From an optimization exercise on the open Yosys and OpenROAD flow, aimed at small area; shortcuts taken in it are not production practice. In this exercise RTL edits were held to simulation tests only and were not proved equivalent to the original. The clock port is modelled as an ideal driver; clocking choices that lean on that would not hold on a real chip. Power is estimated from default activity; no workload was simulated.

==> flow/design.v (excerpt) <==
module taxi (
  clk, rst, mile_v, onride, double, night, subtotal, waiting, stopped,
  seg_cat, seg_AX, speed_led, night_led, double_led, ride_led, clk_sound,
  lattice_row, lattice_Rcol, lattice_Gcol, lcd_en, lcd_rs, lcd_data
);
Settings: LEC_CHECK=0, ABC_AREA=1, CAP_MARGIN=20, CORE_MARGIN=2, CORE_UTILIZATION=55, SLEW_MARGIN=20; clock period 10.0 ns.
standard.sh (not shown) runs the stock make flow with config.mk's settings and CLKGATE_MAP_FILE= SYNTH_SCRIPT=/design/flow/synth_recipe.tcl, a recipe that flattens the netlist after the stock synthesis.
==> flow/flow/run.sh <==
#!/bin/bash
# Own layout flow: the standard ORFS flow, with
#  - an area-oriented synthesis (no half/full-adder cell extraction; iterated
#    ABC area scripts, keeping the smallest result); the registers are those of
#    the standard synthesis
#  - small port buffers
#  - a two-level clock tree built after placement (clk port -> one root buffer
#    -> one leaf buffer per placement region), instead of TritonCTS's tree
# Each tool's output goes to its own log file in this folder.
set -euo pipefail
W=$(pwd)
F=$W/flow
# ABC runs once per script in flow/abc_*.script; the smallest netlist is kept
export MY_ABC_SCRIPTS="$(ls $F/abc_*.script | tr '\n' ' ')"
cat > $W/own_synth.tcl <<'EOT'
proc abc {args} {
  set lib [lindex $args [expr {[lsearch $args -liberty] + 1}]]
  set si [expr {[lsearch $args -script] + 1}]
  design -save pre_abc
  set best 1e30
  set bi -1
  set i 0
  foreach sc $::env(MY_ABC_SCRIPTS) {
    design -load pre_abc
    set a $args
    lset a $si $sc
    yosys abc {*}$a
    set st [tee -q -s result.string stat {*}[list -liberty $lib]]
    regexp {Chip area for module [^:]*: ([0-9.]+)} $st -> area
    puts "ABC script $sc: area $area"
    if {$area < $best} { set best $area; set bi $i }
    design -save abc_$i
    incr i
  }
  puts "ABC best: [lindex $::env(MY_ABC_SCRIPTS) $bi] ($best)"
  design -load abc_$bi
}
proc extract_fa {args} {}
EOT
echo "source $W/synth_recipe.tcl" >> $W/own_synth.tcl
bash standard.sh SYNTH_SCRIPT=$W/own_synth.tcl synth > $W/synth.log 2>&1
bash standard.sh "BUFFER_PORTS_ARGS=-buffer_cell sky130_fd_sc_hd__buf_1" place > $W/place.log 2>&1
R=$W/orfs/results/$FLOW_PLATFORM/taxi/base
P=$FLOW_HOME/platforms/$FLOW_PLATFORM
cat > $W/clocktree_run.tcl <<EOT
read_liberty $P/lib/sky130_fd_sc_hd__tt_025C_1v80.lib
read_db $R/3_place.odb
read_sdc $R/3_place.sdc
source $P/setRC.tcl
source $F/clocktree.tcl
detailed_placement
size_leaves 0.115 sky130_fd_sc_hd__clkbuf_8
detailed_placement
check_placement
write_db $R/3_place.odb
EOT
CLKNET=clk SPLITS="0 1 0 1" ROOTBUF=sky130_fd_sc_hd__clkbuf_16 LEAFBUF=sky130_fd_sc_hd__clkbuf_4 \
  openroad -no_init -exit $W/clocktree_run.tcl > $W/clocktree.log 2>&1
bash standard.sh "BUFFER_PORTS_ARGS=-buffer_cell sky130_fd_sc_hd__buf_1" \
  "CTS_ARGS=-clk_nets clk -dont_use_dummy_load -buf_list sky130_fd_sc_hd__clkbuf_8" \
  finish > $W/layout.log 2>&1
Other scripts of this flow, unchanged in this note and not shown: flow/flow/abc_it14.script, flow/flow/abc_it18.script, flow/flow/abc_it9.script, flow/flow/abc_nf2k12.script, flow/flow/clocktree.tcl
The baseline finished clean.
Edit:
==> flow/flow/abc_it16.script (new file) <==
strash
&get -n
&st
&dch -f
&nf -R 1000
&put
mfs2 -a
strash
&get -n
&st
&dch -f
&nf -R 1000
&put
mfs2 -a
strash
&get -n
&st
&dch -f
&nf -R 1000
&put
mfs2 -a
strash
&get -n
&st
&dch -f
&nf -R 1000
&put
mfs2 -a
strash
&get -n
&st
&dch -f
&nf -R 1000
&put
mfs2 -a
strash
&get -n
&st
&dch -f
&nf -R 1000
&put
mfs2 -a
strash
&get -n
&st
&dch -f
&nf -R 1000
&put
mfs2 -a
strash
&get -n
&st
&dch -f
&nf -R 1000
&put
mfs2 -a
strash
&get -n
&st
&dch -f
&nf -R 1000
&put
mfs2 -a
strash
&get -n
&st
&dch -f
&nf -R 1000
&put
mfs2 -a
strash
&get -n
&st
&dch -f
&nf -R 1000
&put
mfs2 -a
strash
&get -n
&st
&dch -f
&nf -R 1000
&put
mfs2 -a
strash
&get -n
&st
&dch -f
&nf -R 1000
&put
mfs2 -a
strash
&get -n
&st
&dch -f
&nf -R 1000
&put
mfs2 -a
strash
&get -n
&st
&dch -f
&nf -R 1000
&put
mfs2 -a
strash
&get -n
&st
&dch -f
&nf -R 1000
&put
- GPL_TIMING_DRIVEN: not set -> 0
=> Global-route usage shrinks by 0.41 points; core utilization stays flat; total power increases slightly; cell count is about the same; wire length grows slightly.

port drivers added, routing unchanged:
No port has a modelled driver above. Below, the same layouts with a new extraction and two added sets of constraints. Step 1, drivers: a clkbuf_16 drives clk and a buf_2 each remaining input, both assumed. Step 2 times the ports against the registers' clock, not the clock port: input delays grow and output delays shrink by t, the midpoint of the rising clock arrivals with the driver on. a / b / c = ideal ports / drivers / drivers and shift; a / b = the first two.
run | t, ns | setup slack, ns | worst data-port slew with drivers (ns) | pins driven straight from the clock port
the first run | 0.426 | 3.709 / 3.686 / 3.686 | 0.04 | 1
the second run | 0.435 | 3.364 / 3.342 / 3.271 | 0.03 | 1
After both steps setup and hold are still met in every run listed. The setup slack of the second run, which loses most, moves by -0.022 ns with the drivers and by -0.093 ns with both steps.
